What follows belongs to an exercise in optimizing a design on an open flow for a short achievable clock period and few clock cycles; a production flow would make more cautious choices. The RTL was checked by simulation tests, not by an equivalence proof against the original design. Power figures rest on the tool's default switching activity, not on a simulated workload.

== purple ==
## NanoCPU
module NanoCPU (
    input  logic ck, rst,
    output logic [7:0]  address,
    input  logic [15:0] dataR,
    output logic [15:0] dataW,
    output logic ce, we,
    output logic halt
);
    logic [15:0] R [3:0];           
    logic [7:0]  AR;                
    logic [7:0]  PCn;               
    logic        dcyc;              
    logic        halted;
    logic        wr;                
    logic        ev;                
    logic        e_alu, e_rd;
    logic [1:0]  e_op;              
    logic [1:0]  edst;
    logic [15:0] A, B;
    logic [15:0] sum, diff, res;
    logic        c_add, c_sub, lt;
    ksadd16 u_add (.a(A), .b(B),  .ci(1'b0), .s(sum),  .co(c_add));
    ksadd16 u_sub (.a(A), .b(~B), .ci(1'b1), .s(diff), .co(c_sub));
    assign lt = ~c_sub;             
    always_comb begin
        case (e_op)
            2'd0:    res = A ^ B;
            2'd1:    res = diff;
            2'd2:    res = sum;
            default: res = {15'd0, lt};
        endcase
    end
    assign address = AR;
    assign dataW   = B;
    assign ce      = 1'b1;
    assign we      = wr;
    assign halt    = halted;
    logic [15:0] pz;
    logic        nz_res;
    assign pz = (A ^ B) ^ {A[14:0] | B[14:0], 1'b0};
    always_comb begin
        case (e_op)
            2'd0, 2'd1: nz_res = A != B;
            2'd2:       nz_res = pz != 16'd0;
            default:    nz_res = 1'b1;    
        endcase
    end
    logic [3:0] nzR;                
    logic [15:0] cdat [15:0];
  ...
Size in the first run: roughly 2200 cells after synthesis, ~460 flip-flops, about 45 I/O pins.
==> module NanoCPU, before the edit <==
module NanoCPU (
    input  logic ck, rst,
    output logic [7:0]  address,
    input  logic [15:0] dataR,
    output logic [15:0] dataW,
    output logic ce, we,
    output logic halt
);
    logic [15:0] R [3:0];           
    logic [7:0]  AR;                
    logic [7:0]  PCn;               
    logic        dcyc;              
    logic        halted;
    logic        wr;                
    logic        ev;                
    logic        e_alu, e_rd;
    logic [1:0]  e_op;              
    logic [1:0]  edst;
    logic [15:0] A, B;
    logic [15:0] sum, diff, res;
    logic        c_add, c_sub, lt;
    ksadd16 u_add (.a(A), .b(B),  .ci(1'b0), .s(sum),  .co(c_add));
    ksadd16 u_sub (.a(A), .b(~B), .ci(1'b1), .s(diff), .co(c_sub));
    assign lt = ~c_sub;             
    always_comb begin
        case (e_op)
            2'd0:    res = A ^ B;
            2'd1:    res = diff;
            2'd2:    res = sum;
            default: res = {15'd0, lt};
        endcase
    end
    assign address = AR;
    assign dataW   = B;
    assign ce      = 1'b1;
    assign we      = wr;
    assign halt    = halted;
    logic [15:0] pz;
    logic        nz_res;
    assign pz = (A ^ B) ^ {A[14:0] | B[14:0], 1'b0};
    always_comb begin
        case (e_op)
            2'd0, 2'd1: nz_res = A != B;
            2'd2:       nz_res = pz != 16'd0;
            default:    nz_res = 1'b1;    
        endcase
    end
    logic [3:0] nzR;                
    logic [15:0] cdat [15:0];
    logic [3:0]  ctag [15:0];
    logic [15:0] cval;
    logic [7:0]  ARm1;              
    logic [7:0]  PCm;               
    logic [7:0]  Wm1;               
    dec8 u_dec (.a(W[11:4]), .y(Wm1));
    logic [15:0] NW;
    logic        hit;               
    logic        fetch;
    logic [15:0] W;
    logic [7:0]  FA, FA1, AR1, PCn1;
    inc8 u_inca (.a(AR),  .y(AR1));
    inc8 u_incp (.a(PCn), .y(PCn1));
    logic e_chk, mis;
    assign mis   = ev && e_chk && !B[0];
    assign fetch = dcyc ? hit : !mis;
    assign W     = dcyc ? NW : dataR;
    assign FA    = dcyc ? PCn : AR;
    assign FA1   = dcyc ? PCn1 : AR1;
    logic [15:0] nw_a, nw_p;
    logic        hv_a, hv_p;
    logic        lwr;               
    assign lwr  = !dcyc || wr;
    assign nw_a = cdat[AR[3:0]];
    assign nw_p = cdat[PCn[3:0]];
    assign hv_a = cval[AR[3:0]]  && ctag[AR[3:0]]  == AR[7:4]  && !(lwr && ARm1[3:0] == AR[3:0]);
    assign hv_p = cval[PCn[3:0]] && ctag[PCn[3:0]] == PCn[7:4] && !(lwr && ARm1[3:0] == PCn[3:0]);
    logic [3:0] opc;
    logic f_rd, f_wr, f_alu, f_end;
    assign opc   = W[15:12];
    assign f_end = opc[3];
    assign f_rd  = opc == 4'd0;
    assign f_wr  = opc == 4'd1;
    assign f_alu = opc[3:2] == 2'b01;
    logic f_jmp, f_br, f_mem, cond;
    assign f_jmp = opc == 4'd2;
    assign f_br  = opc == 4'd3;
    assign f_mem = opc[3:1] == 3'd0;
    logic        e_wb, e_ld;
    assign e_wb = ev && e_alu && !dcyc;      
    assign e_ld = dcyc && e_rd;              
    logic [15:0] rA, rB, opA, opB;
    assign rA  = R[W[5:4]];
    assign rB  = R[W[1:0]];
    assign opA = (e_wb && edst == W[5:4]) ? res : (e_ld && edst == W[5:4]) ? dataR : rA;
    assign opB = (e_wb && edst == W[1:0]) ? res : (e_ld && edst == W[1:0]) ? dataR : rB;
    assign cond = (e_wb && edst == W[1:0]) ? nz_res : (e_ld && edst == W[1:0]) ? (dataR != 16'd0) : nzR[W[1:0]];
    always_ff @(posedge ck or posedge rst) begin
        if (rst) begin
            AR <= 8'd0; ARm1 <= 8'hff; dcyc <= 1'b0; halted <= 1'b0; wr <= 1'b0; ev <= 1'b0;
            R[0] <= 16'd0; R[1] <= 16'd0; R[2] <= 16'd0; R[3] <= 16'd0;
            nzR <= 4'd0;
            cval <= 16'd0;
        end else if (!halted) begin
            if (e_ld) begin
                R[edst]   <= dataR;
                nzR[edst] <= dataR != 16'd0;
            end else if (e_wb) begin
                R[edst]   <= res;
                nzR[edst] <= (e_op == 2'd3) ? lt : nz_res;
            end
            if (!dcyc) cval[ARm1[3:0]] <= 1'b1;
            if (fetch) begin
                ev   <= 1'b1;
                wr   <= f_wr;
                dcyc <= f_rd || f_wr;
                if (f_end) halted <= 1'b1;
                AR   <= (f_mem || f_jmp || (f_br && cond)) ? W[11:4] : FA1;
                ARm1 <= (f_mem || f_jmp || (f_br && cond)) ? Wm1 : FA;
            end else begin
                ev   <= 1'b0;
                wr   <= 1'b0;
                dcyc <= 1'b0;
                AR   <= PCn;
                ARm1 <= PCm;
            end
        end
    end
    always_ff @(posedge ck) begin
        PCn   <= FA1;
        PCm   <= FA;
        NW    <= dcyc ? nw_p : nw_a;
        hit   <= (dcyc ? hv_p : hv_a) && !(f_wr && W[11:4] == FA1);
        e_alu <= f_alu;
        e_rd  <= f_rd;
        e_op  <= opc[1:0];
        e_chk <= f_br && e_wb && edst == W[1:0] && e_op == 2'd3;
        edst  <= f_rd ? W[1:0] : W[9:8];
        A     <= opA;
        B     <= opB;
    end
    genvar gi;
    generate
        for (gi = 0; gi < 16; gi++) begin : line
            always_ff @(posedge ck) begin
                if (ARm1[3:0] == gi) begin
                    if (!dcyc) begin
                        cdat[gi] <= dataR;
                        ctag[gi] <= ARm1[7:4];
                    end else if (wr && ctag[gi] == ARm1[7:4]) begin
                        cdat[gi] <= B;
                    end
                end
            end
        end
    endgenerate
endmodule
Settings: LEC_CHECK=0, ABC_CLOCK_PERIOD_IN_PS=1500, CAP_MARGIN=20, CORE_MARGIN=2, CORE_UTILIZATION=40, PLACE_DENSITY=0.6, SETUP_SLACK_MARGIN=3.5, SLEW_MARGIN=20; clock period 5.5 ns.
run.sh (not shown) runs the stock make flow with config.mk's settings and CLKGATE_MAP_FILE= SYNTH_SCRIPT=/design/flow/synth_recipe.tcl, a recipe that flattens the netlist after the stock synthesis.
Testbench counts of purple, summed over its fixed seeds: cycles 41,025.
The following lists how red was set up differently from purple:
--- a/flow/design.v
+++ b/flow/design.v
@@ -111,11 +111,11 @@
     assign pz = (A ^ B) ^ {A[14:0] | B[14:0], 1'b0};
     always_comb begin
         case (e_op)
             2'd0, 2'd1: nz_res = A != B;
             2'd2:       nz_res = pz != 16'd0;
-            default:    nz_res = 1'b1;    
+            default:    nz_res = lt;
         endcase
     end
     logic [3:0] nzR;                
     logic [15:0] cdat [15:0];
     logic [3:0]  ctag [15:0];
@@ -129,13 +129,11 @@
     logic        fetch;
     logic [15:0] W;
     logic [7:0]  FA, FA1, AR1, PCn1;
     inc8 u_inca (.a(AR),  .y(AR1));
     inc8 u_incp (.a(PCn), .y(PCn1));
-    logic e_chk, mis;
-    assign mis   = ev && e_chk && !B[0];
-    assign fetch = dcyc ? hit : !mis;
+    assign fetch = dcyc ? hit : 1'b1;
     assign W     = dcyc ? NW : dataR;
     assign FA    = dcyc ? PCn : AR;
     assign FA1   = dcyc ? PCn1 : AR1;
     logic [15:0] nw_a, nw_p;
     logic        hv_a, hv_p;
@@ -175,11 +173,11 @@
             if (e_ld) begin
                 R[edst]   <= dataR;
                 nzR[edst] <= dataR != 16'd0;
             end else if (e_wb) begin
                 R[edst]   <= res;
-                nzR[edst] <= (e_op == 2'd3) ? lt : nz_res;
+                nzR[edst] <= nz_res;
             end
             if (!dcyc) cval[ARm1[3:0]] <= 1'b1;
             if (fetch) begin
                 ev   <= 1'b1;
                 wr   <= f_wr;
@@ -202,11 +200,10 @@
         NW    <= dcyc ? nw_p : nw_a;
         hit   <= (dcyc ? hv_p : hv_a) && !(f_wr && W[11:4] == FA1);
         e_alu <= f_alu;
         e_rd  <= f_rd;
         e_op  <= opc[1:0];
-        e_chk <= f_br && e_wb && edst == W[1:0] && e_op == 2'd3;
         edst  <= f_rd ? W[1:0] : W[9:8];
         A     <= opA;
         B     <= opB;
     end
     genvar gi;
[summary]
- Of the two candidates, purple has the better sum of routed wire length over all layers and red the worse one.
- red vs purple: mean area per synthesized cell down slightly
- Compared with purple, in red count of plain and timing-repair buffers shows an increase of 76, first-pass GRT wire length shows an increase of 2.3%, flip-flop and latch count shows no meaningful change.
- Taking purple as the reference point, the total non-filler cell area in the finished layout of red rises by about 3.7%.
- Combinational power (purple / red): 13
- Higher synthesized cell count among red and purple: red
- Re remaining global-route overflow: no difference whatsoever between purple and red.
- In the tables for red and purple, layout inverter count without the clock tree reads higher with red.
- On overall fraction of global-route tracks in use: between red and purple, it ends up higher for red.
- Peak ir drop on the vdd network across red and purple: no real change.
Testbench counts of red, summed over its fixed seeds: cycles 40,833.

lane 4:
The RTL this note starts from:
==> flow/design.v <==
module ksadd16 (
    input  logic [15:0] a, b,
    input  logic        ci,
    output logic [15:0] s,
    output logic        co
);
    logic [15:0] g0, p0, g1, p1, g2, p2, g3, p3, g4, p4;
    logic [15:0] c;                 
    assign g0 = (a & b) | {15'd0, ci & (a[0] ^ b[0])};
    assign p0 = a ^ b;
    genvar i;
    generate
        for (i = 0; i < 16; i++) begin : lv
            if (i >= 1) begin
                assign g1[i] = g0[i] | (p0[i] & g0[i-1]);
                assign p1[i] = p0[i] & p0[i-1];
            end else begin
                assign g1[i] = g0[i];
                assign p1[i] = p0[i];
            end
            if (i >= 2) begin
                assign g2[i] = g1[i] | (p1[i] & g1[i-2]);
                assign p2[i] = p1[i] & p1[i-2];
            end else begin
                assign g2[i] = g1[i];
                assign p2[i] = p1[i];
            end
            if (i >= 4) begin
                assign g3[i] = g2[i] | (p2[i] & g2[i-4]);
                assign p3[i] = p2[i] & p2[i-4];
            end else begin
                assign g3[i] = g2[i];
                assign p3[i] = p2[i];
            end
            if (i >= 8) begin
                assign g4[i] = g3[i] | (p3[i] & g3[i-8]);
                assign p4[i] = p3[i] & p3[i-8];
            end else begin
                assign g4[i] = g3[i];
                assign p4[i] = p3[i];
            end
        end
    endgenerate
    assign c  = {g4[14:0], ci};
    assign s  = p0 ^ c;
    assign co = g4[15];
endmodule
module inc8 (
    input  logic [7:0] a,
    output logic [7:0] y
);
    genvar i;
    generate
        for (i = 0; i < 8; i++) begin : b
            if (i == 0) assign y[i] = ~a[0];
            else        assign y[i] = a[i] ^ (&a[i-1:0]);
        end
    endgenerate
endmodule
module NanoCPU (
    input  logic ck, rst,
    output logic [7:0]  address,
    input  logic [15:0] dataR,
    output logic [15:0] dataW,
    output logic ce, we,
    output logic halt
);
    logic [15:0] R [3:0];           
    logic [7:0]  AR;                
    logic [7:0]  PCn;               
    logic        dcyc;              
    logic        halted;
    logic        wr;                
    logic        ev;                
    logic        e_alu, e_rd;
    logic [1:0]  e_op;              
    logic [1:0]  edst;
    logic [15:0] A, B;
    logic [15:0] sum, diff, res;
    logic        c_add, c_sub, lt;
    ksadd16 u_add (.a(A), .b(B),  .ci(1'b0), .s(sum),  .co(c_add));
    ksadd16 u_sub (.a(A), .b(~B), .ci(1'b1), .s(diff), .co(c_sub));
    assign lt = ~c_sub;             
    always_comb begin
        case (e_op)
            2'd0:    res = A ^ B;
            2'd1:    res = diff;
            2'd2:    res = sum;
            default: res = {15'd0, lt};
        endcase
    end
    assign address = AR;
    assign dataW   = B;
    assign ce      = 1'b1;
    assign we      = wr;
    assign halt    = halted;
    logic [3:0] nzR;                
    logic [15:0] cdat [15:0];
    logic [3:0]  ctag [15:0];
    logic [15:0] cval;
    logic [15:0] NW;
    logic        hit;               
    logic        fetch;
    logic [15:0] W;
    logic [7:0]  FA, FA1, AR1, PCn1;
    inc8 u_inca (.a(AR),  .y(AR1));
    inc8 u_incp (.a(PCn), .y(PCn1));
    logic e_chk, mis;
    assign mis   = ev && e_chk && B == 16'd0;
    assign fetch = dcyc ? (hit && !(wr && AR == PCn)) : !mis;
    assign W     = dcyc ? NW : dataR;
    assign FA    = dcyc ? PCn : AR;
    assign FA1   = dcyc ? PCn1 : AR1;
    logic [15:0] nw_a, nw_p;
    logic        hv_a, hv_p;
    logic        lwr;               
    assign lwr  = !dcyc || wr;
    logic [15:0] cdat_r [15:0];
    logic [3:0]  ctag_r [15:0];
    logic [15:0] cval_r;
    genvar ri;
    generate
        for (ri = 0; ri < 16; ri++) begin : rot
            assign cdat_r[ri] = cdat[(ri + 1) % 16];
            assign ctag_r[ri] = ctag[(ri + 1) % 16];
            assign cval_r[ri] = cval[(ri + 1) % 16];
        end
    endgenerate
    assign nw_a = cdat_r[AR[3:0]];
    assign nw_p = cdat_r[PCn[3:0]];
    assign hv_a = cval_r[AR[3:0]]  && ((&AR[3:0])  ? ctag_r[AR[3:0]]  == AR1[7:4]  : ctag_r[AR[3:0]]  == AR[7:4]);
    assign hv_p = cval_r[PCn[3:0]] && ((&PCn[3:0]) ? ctag_r[PCn[3:0]] == PCn1[7:4] : ctag_r[PCn[3:0]] == PCn[7:4])
                  && !(lwr && AR[3:0] == PCn1[3:0]);
    logic [3:0] opc;
    logic f_rd, f_wr, f_alu, f_end;
    assign opc   = W[15:12];
    assign f_end = opc[3];
    assign f_rd  = opc == 4'd0;
    assign f_wr  = opc == 4'd1;
    assign f_alu = opc[3:2] == 2'b01;
    logic f_jmp, f_br, f_mem, cond;
    assign f_jmp = opc == 4'd2;
    assign f_br  = opc == 4'd3;
    assign f_mem = opc[3:1] == 3'd0;
    logic        e_wb, e_ld;
    assign e_wb = ev && e_alu && !dcyc;      
    assign e_ld = dcyc && e_rd;              
    logic        wbv, wsel;
    logic [1:0]  wdst;
    logic [15:0] WV, LV, wval;
    assign wval = wsel ? LV : WV;
    logic [15:0] rA, rB, opA, opB;
    assign rA  = (wbv && wdst == W[5:4]) ? wval : R[W[5:4]];
    assign rB  = (wbv && wdst == W[1:0]) ? wval : R[W[1:0]];
    assign opA = (e_wb && edst == W[5:4]) ? res : (e_ld && edst == W[5:4]) ? dataR : rA;
    assign opB = (e_wb && edst == W[1:0]) ? res : (e_ld && edst == W[1:0]) ? dataR : rB;
    logic wnz;                      
    assign wnz  = wval != 16'd0;
    logic e_ne;
    assign e_ne = A != B;
    assign cond = (e_wb && !e_op[1] && edst == W[1:0]) ? e_ne :
                  ((e_wb || e_ld) && edst == W[1:0]) ? 1'b1 : (wbv && wdst == W[1:0]) ? wnz : nzR[W[1:0]];
    always_ff @(posedge ck or posedge rst) begin
        if (rst) begin
            AR <= 8'd0; dcyc <= 1'b0; halted <= 1'b0; wr <= 1'b0; ev <= 1'b0;
            R[0] <= 16'd0; R[1] <= 16'd0; R[2] <= 16'd0; R[3] <= 16'd0;
            nzR <= 4'd0;
            cval <= 16'd0;
            wbv <= 1'b0;
        end else if (!halted) begin
            if (wbv) R[wdst] <= wval;
            wbv <= e_ld || e_wb;
            if (wbv) nzR[wdst] <= wnz;
            if (!dcyc) cval[AR[3:0]] <= 1'b1;
            if (fetch) begin
                ev   <= 1'b1;
                wr   <= f_wr;
                dcyc <= f_rd || f_wr;
                if (f_end) halted <= 1'b1;
                AR   <= (f_mem || f_jmp || (f_br && cond)) ? W[11:4] : FA1;
            end else begin
                ev   <= 1'b0;
                wr   <= 1'b0;
                dcyc <= 1'b0;
                AR   <= PCn;
            end
        end
    end
    always_ff @(posedge ck) begin
        PCn   <= FA1;
        NW    <= dcyc ? nw_p : nw_a;
        hit   <= dcyc ? hv_p : hv_a;
        e_alu <= f_alu;
        e_rd  <= f_rd;
        e_op  <= opc[1:0];
        e_chk <= f_br && ((e_wb && e_op[1]) || e_ld) && edst == W[1:0];
        edst  <= f_rd ? W[1:0] : W[9:8];
        A     <= opA;
        B     <= opB;
        wsel  <= dcyc;
        wdst  <= edst;
        WV    <= res;
        LV    <= dataR;
    end
    genvar gi;
    generate
        for (gi = 0; gi < 16; gi++) begin : line
            always_ff @(posedge ck) begin
                if (AR[3:0] == gi) begin
                    if (!dcyc) begin
                        cdat[gi] <= dataR;
                        ctag[gi] <= AR[7:4];
                    end else if (wr && ctag[gi] == AR[7:4]) begin
                        cdat[gi] <= B;
                    end
                end
            end
        end
    endgenerate
endmodule
export LEC_CHECK = 0
export ABC_CLOCK_PERIOD_IN_PS = 1500
export CAP_MARGIN = 20
export CORE_MARGIN = 2
export CORE_UTILIZATION = 40
export PLACE_DENSITY = 0.6
export SETUP_SLACK_MARGIN = 3.5
export SLEW_MARGIN = 20
create_clock -name core_clock -period 5.5 [get_ports {ck}]
Testbench counts of lane 4, summed over its fixed seeds: cycles 41,031.
For lane 5, these inputs were changed with respect to lane 4:
--- a/flow/design.v
+++ b/flow/design.v
@@ -127,11 +127,22 @@
         end
     endgenerate
     assign nw_a = cdat_r[AR[3:0]];
     assign nw_p = cdat_r[PCn[3:0]];
-    assign hv_a = cval_r[AR[3:0]]  && ((&AR[3:0])  ? ctag_r[AR[3:0]]  == AR1[7:4]  : ctag_r[AR[3:0]]  == AR[7:4]);
-    assign hv_p = cval_r[PCn[3:0]] && ((&PCn[3:0]) ? ctag_r[PCn[3:0]] == PCn1[7:4] : ctag_r[PCn[3:0]] == PCn[7:4])
-                  && !(lwr && AR[3:0] == PCn1[3:0]);
+    logic [15:0] m_a, m_p;
+    generate
+        for (ri = 0; ri < 16; ri++) begin : mt
+            if (ri == 15) begin
+                assign m_a[ri] = cval_r[ri] && ctag_r[ri] == AR1[7:4];
+                assign m_p[ri] = cval_r[ri] && ctag_r[ri] == PCn1[7:4];
+            end else begin
+                assign m_a[ri] = cval_r[ri] && ctag_r[ri] == AR[7:4];
+                assign m_p[ri] = cval_r[ri] && ctag_r[ri] == PCn[7:4];
+            end
+        end
+    endgenerate
+    assign hv_a = m_a[AR[3:0]];
+    assign hv_p = m_p[PCn[3:0]] && !(lwr && AR[3:0] == PCn1[3:0]);
     logic [3:0] opc;
     logic f_rd, f_wr, f_alu, f_end;
     assign opc   = W[15:12];
     assign f_end = opc[3];
@@ -155,12 +166,9 @@
     assign opA = (e_wb && edst == W[5:4]) ? res : (e_ld && edst == W[5:4]) ? dataR : rA;
     assign opB = (e_wb && edst == W[1:0]) ? res : (e_ld && edst == W[1:0]) ? dataR : rB;
     logic wnz;                      
     assign wnz  = wval != 16'd0;
-    logic e_ne;
-    assign e_ne = A != B;
-    assign cond = (e_wb && !e_op[1] && edst == W[1:0]) ? e_ne :
-                  ((e_wb || e_ld) && edst == W[1:0]) ? 1'b1 : (wbv && wdst == W[1:0]) ? wnz : nzR[W[1:0]];
+    assign cond = ((e_wb || e_ld) && edst == W[1:0]) ? 1'b1 : (wbv && wdst == W[1:0]) ? wnz : nzR[W[1:0]];
     always_ff @(posedge ck or posedge rst) begin
         if (rst) begin
             AR <= 8'd0; dcyc <= 1'b0; halted <= 1'b0; wr <= 1'b0; ev <= 1'b0;
             R[0] <= 16'd0; R[1] <= 16'd0; R[2] <= 16'd0; R[3] <= 16'd0;
@@ -192,9 +200,9 @@
         hit   <= dcyc ? hv_p : hv_a;
         e_alu <= f_alu;
         e_rd  <= f_rd;
         e_op  <= opc[1:0];
-        e_chk <= f_br && ((e_wb && e_op[1]) || e_ld) && edst == W[1:0];
+        e_chk <= f_br && (e_wb || e_ld) && edst == W[1:0];
         edst  <= f_rd ? W[1:0] : W[9:8];
         A     <= opA;
         B     <= opB;
         wsel  <= dcyc;
Results
- Number of instances on the worst hold path: lane 5 vs lane 4 identical
- [compare] base=lane 4 new=lane 5: sequential standard cell area comparable; power after layout increased 2.1%; register-to-register setup slack increased by 0.30 ns relative to the old numbers.
- met3 capacity usage during global routing for lane 5: 1.6 points up relative to lane 4
- Of lane 5 and lane 4, the lower cell-internal power belongs to lane 4.
- Changes observed in lane 5 relative to lane 4: number of clock buffer instances in the layout now smaller, synthesized area went down.
Testbench counts of lane 5, summed over its fixed seeds: cycles 41,659.

[static timing again, ports no longer ideal]
How much do the figures lean on ideal ports? The routed layouts below were timed once more, with nothing changed but the port constraints. Step 1 assumes that a clkbuf_16 drives the clock port and a buf_2 every other input. Step 2 times the ports against the registers' clock, not the clock port: input delays grow and output delays shrink by t, the midpoint of the rising clock arrivals with the driver on. a / b / c = ideal ports / drivers / drivers and shift; a / b = the first two.
| run | t (ns) | slack for setup (ns) | hold WS [ns] | clock arrival spread, ns |
|---|---|---|---|---|
| purple | 0.667 | 2.701 / 2.682 / 2.073 | 0.465 / 0.465 / 0.465 | 0.029 / 0.029 |
| red | 0.680 | 2.614 / 2.614 / 2.061 | 0.456 / 0.456 / 0.456 | 0.057 / 0.058 |
| lane 4 | 0.678 | 2.588 / 2.588 / 2.148 | 0.473 / 0.473 / 0.473 | 0.037 / 0.037 |
| lane 5 | 0.687 | 2.890 / 2.890 / 2.289 | 0.466 / 0.466 / 0.466 | 0.064 / 0.064 |
After both steps setup and hold are still met in every run listed. For purple, which loses most, drivers alone change the setup slack by -0.019 ns; drivers and shift together by -0.628 ns.
